This is an optimization exercise on Yosys and OpenROAD, whose aim is small area, not a production implementation. RTL that was checked went through simulation tests only; none was proved equivalent to the original. Power is estimated from default activity; no workload was simulated.

Design cfg_test_top, start of the top module:
module cfg_test_top(
    input             clk ,
    input             rstn ,
    input      [31:0] addr ,
    input      [31:0] wdata ,
    output reg [31:0] rdata ,
    output            rdata_vld ,
    input             wr ,
    input             rd
);
wire [5:0] a = addr[5:0];
function [31:0] inc32b(input [31:0] q, input ci);
    integer i, k;
    reg     c, bc;
    begin
        bc = ci;
        for (k = 0; k < 8; k = k + 1) begin
            c = bc;
            for (i = 4 * k; i < 4 * k + 4; i = i + 1) begin
                inc32b[i] = q[i] ^ c;
                c         = c & q[i];
            end
            bc = bc & (&q[4 * k +: 4]);
        end
    end
endfunction
reg        rd_count_mode;
reg        sample_mode;
reg [31:0] r02, r03, r04, r10, r11, r12, r13, r14;
always @(posedge clk) begin
    if (!rstn) begin
        rd_count_mode <= 1'b0;
        sample_mode   <= 1'b0;
        r02 <= 32'd0;
        r03 <= 32'd0;
        r04 <= 32'd0;
        r10 <= 32'd0;
        r11 <= 32'd0;
        r12 <= 32'd0;
        r13 <= 32'd0;
        r14 <= 32'd0;
    end else if (wr) begin
        case (a)
            6'h00: rd_count_mode <= wdata[0];
            6'h01: sample_mode   <= wdata[0];
            6'h02: r02 <= wdata;
            6'h03: r03 <= wdata;
            6'h04: r04 <= wdata;
            6'h10: r10 <= wdata;
            6'h11: r11 <= wdata;
            6'h12: r12 <= wdata;
            6'h13: r13 <= wdata;
            6'h14: r14 <= wdata;
            default: ;
        endcase
    end
end
reg        rst_d;
always @(posedge clk)
    rst_d <= ~rstn;
reg  [18:0] up;
reg         s_prev;
wire        s = |up[18:7] | (up[6:5] == 2'b11 & |up[4:2]);    
always @(posedge clk) begin
    up     <= rstn ? inc32b({13'd0, up}, 1'b1) : 19'd0;
    s_prev <= s;
end
wire e = s & ~s_prev;
reg  [31:0] acc;
wire        is23 = (a == 6'h23);
wire [31:0] acc_inc = inc32b(acc, sample_mode ? s : e);
always @(posedge clk) begin
    if (!rstn)
        acc <= 32'd0;
    else if (wr && is23)
        acc <= wdata;
    else if (rd && is23 && !rd_count_mode)
  ...
For scale: roughly 1200 cells after synthesis, roughly 380 flip-flops, roughly 100 I/O pins, ~0.014 mm² of cells after synthesis.
==> module cfg_test_top, before the edit <==
module cfg_test_top(
    input             clk ,
    input             rstn ,
    input      [31:0] addr ,
    input      [31:0] wdata ,
    output reg [31:0] rdata ,
    output            rdata_vld ,
    input             wr ,
    input             rd
);
wire [5:0] a = addr[5:0];
function [31:0] inc32b(input [31:0] q, input ci);
    integer i, k;
    reg     c, bc;
    begin
        bc = ci;
        for (k = 0; k < 8; k = k + 1) begin
            c = bc;
            for (i = 4 * k; i < 4 * k + 4; i = i + 1) begin
                inc32b[i] = q[i] ^ c;
                c         = c & q[i];
            end
            bc = bc & (&q[4 * k +: 4]);
        end
    end
endfunction
reg        rd_count_mode;
reg        sample_mode;
reg [31:0] r02, r03, r04, r10, r11, r12, r13, r14;
always @(posedge clk) begin
    if (!rstn) begin
        rd_count_mode <= 1'b0;
        sample_mode   <= 1'b0;
        r02 <= 32'd0;
        r03 <= 32'd0;
        r04 <= 32'd0;
        r10 <= 32'd0;
        r11 <= 32'd0;
        r12 <= 32'd0;
        r13 <= 32'd0;
        r14 <= 32'd0;
    end else if (wr) begin
        case (a)
            6'h00: rd_count_mode <= wdata[0];
            6'h01: sample_mode   <= wdata[0];
            6'h02: r02 <= wdata;
            6'h03: r03 <= wdata;
            6'h04: r04 <= wdata;
            6'h10: r10 <= wdata;
            6'h11: r11 <= wdata;
            6'h12: r12 <= wdata;
            6'h13: r13 <= wdata;
            6'h14: r14 <= wdata;
            default: ;
        endcase
    end
end
reg        rst_d;
always @(posedge clk)
    rst_d <= ~rstn;
reg  [18:0] up;
reg         s_prev;
wire        s = |up[18:7] | (up[6:5] == 2'b11 & |up[4:2]);    
always @(posedge clk) begin
    up     <= rstn ? inc32b({13'd0, up}, 1'b1) : 19'd0;
    s_prev <= s;
end
wire e = s & ~s_prev;
reg  [31:0] acc;
wire        is23 = (a == 6'h23);
wire [31:0] acc_inc = inc32b(acc, sample_mode ? s : e);
always @(posedge clk) begin
    if (!rstn)
        acc <= 32'd0;
    else if (wr && is23)
        acc <= wdata;
    else if (rd && is23 && !rd_count_mode)
        acc <= 32'd0;
    else
        acc <= acc_inc;
end
reg  [5:0] ar;
reg  [31:0] x;
wire [31:0] p1 = (ar == 6'h02) ? x : r02;
always @(posedge clk)
    x <= inc32b(a[0] ? acc : (a[5] ? p1 : r02), a[0] ? (sample_mode & s) : a[5]);
reg        v1, v2;
always @(posedge clk) begin
    ar <= {a[5:1], a[0] | (rst_d & a[5] & ~a[1])};
    v1 <= rd;
    v2 <= v1;
end
assign rdata_vld = v2;
always @(posedge clk) begin
    case (ar)
        6'h00: rdata <= {31'd0, rd_count_mode};
        6'h01: rdata <= {31'd0, sample_mode};
        6'h02: rdata <= r02;
        6'h03: rdata <= r03;
        6'h04: rdata <= r04;
        6'h10: rdata <= r10;
        6'h11: rdata <= r11;
        6'h12: rdata <= r12;
        6'h13: rdata <= r13;
        6'h14: rdata <= r14;
        6'h20: rdata <= x;
        6'h21: rdata <= 32'h1;
        6'h22: rdata <= 32'h0;
        6'h23: rdata <= x;
        default: rdata <= 32'hF0F0F0F0;
    endcase
end
endmodule
clock: 5.0 ns
lec_check: 0
cap_margin: 0
core_margin: 2
core_utilization: 70
cts_buf_list: sky130_fd_sc_hd__clkbuf_8
cts_cluster_diameter: 100
cts_cluster_size: 16
slew_margin: 0
standard.sh (not shown) runs the stock make flow with config.mk's settings and CLKGATE_MAP_FILE= SYNTH_SCRIPT=/design/flow/synth_recipe.tcl, a recipe that flattens the netlist after the stock synthesis.
==> flow/flow/run.sh <==
#!/bin/bash
set -euo pipefail
work=$(pwd)
rm -rf "$work/scripts"
mkdir -p "$work/scripts"
cp -r "$FLOW_HOME/scripts/." "$work/scripts/"
cp "$work/flow/abc.script" "$work/scripts/abc_speed.script"
export SCRIPTS_DIR="$work/scripts"
export BUFFER_PORTS_ARGS="-buffer_cell sky130_fd_sc_hd__buf_1"
bash standard.sh > "$work/orfs_make.log" 2>&1
==> flow/flow/abc.script <==
&get -n
&st
&syn4
&dch
&nf -a -R 1000
&put
Rerun with:
--- a/flow/design.v
+++ b/flow/design.v
@@ -8,8 +8,19 @@
     input             wr ,
     input             rd
 );
 wire [5:0] a = addr[5:0];
+function [31:0] inc32(input [31:0] q, input ci);
+    integer i;
+    reg     c;
+    begin
+        c = ci;
+        for (i = 0; i < 32; i = i + 1) begin
+            inc32[i] = q[i] ^ c;
+            c        = c & q[i];
+        end
+    end
+endfunction
 function [31:0] inc32b(input [31:0] q, input ci);
     integer i, k;
     reg     c, bc;
     begin
@@ -61,15 +72,15 @@
 reg  [18:0] up;
 reg         s_prev;
 wire        s = |up[18:7] | (up[6:5] == 2'b11 & |up[4:2]);    
 always @(posedge clk) begin
-    up     <= rstn ? inc32b({13'd0, up}, 1'b1) : 19'd0;
+    up     <= rstn ? inc32({13'd0, up}, 1'b1) : 19'd0;
     s_prev <= s;
 end
 wire e = s & ~s_prev;
 reg  [31:0] acc;
 wire        is23 = (a == 6'h23);
-wire [31:0] acc_inc = inc32b(acc, sample_mode ? s : e);
+wire [31:0] acc_inc = inc32(acc, sample_mode ? s : e);
 always @(posedge clk) begin
     if (!rstn)
         acc <= 32'd0;
     else if (wr && is23)
Effect: The changed run finished with negative setup slack left; cell count shrinks by 0.64%; sequential power barely changes; routed wire length goes up by about 3%; power is about the same; design area came out higher by 3.4%.
Function not checked in the second run of this note: the RTL went through the layout flow alone.

separate check: timing with driven ports:
The results above use ideal ports. As a check the final layouts listed here were re-extracted and re-timed, cells and wires unchanged. Step 1 sets driving cells, clkbuf_16 on the clock port and buf_2 on the other inputs (assumed; they add their load-dependent delay and slew). Step 2 times the ports against the registers' clock, not the clock port: input delays grow and output delays shrink by t, the midpoint of the rising clock arrivals with the driver on. Slacks: ideal / step 1 / step 2; pairs: ideal / step 1.
| run | t, ns | setup slack, ns | hold slack, ns | clock arrival spread, ns | slew at the worst register clock pin (ns) |
|---|---|---|---|---|---|
| the first run | 0.647 | 0.395 / 0.395 / 0.207 | 0.360 / 0.360 / 0.360 | 0.015 / 0.015 | 0.11 / 0.11 |
| the second run | 0.657 | -1.272 / -1.272 / -1.272 | 0.338 / 0.338 / 0.338 | 0.019 / 0.019 | 0.10 / 0.10 |
The setup slack of the first run, which loses most, moves by 0.000 ns with the drivers and by -0.188 ns with both steps.
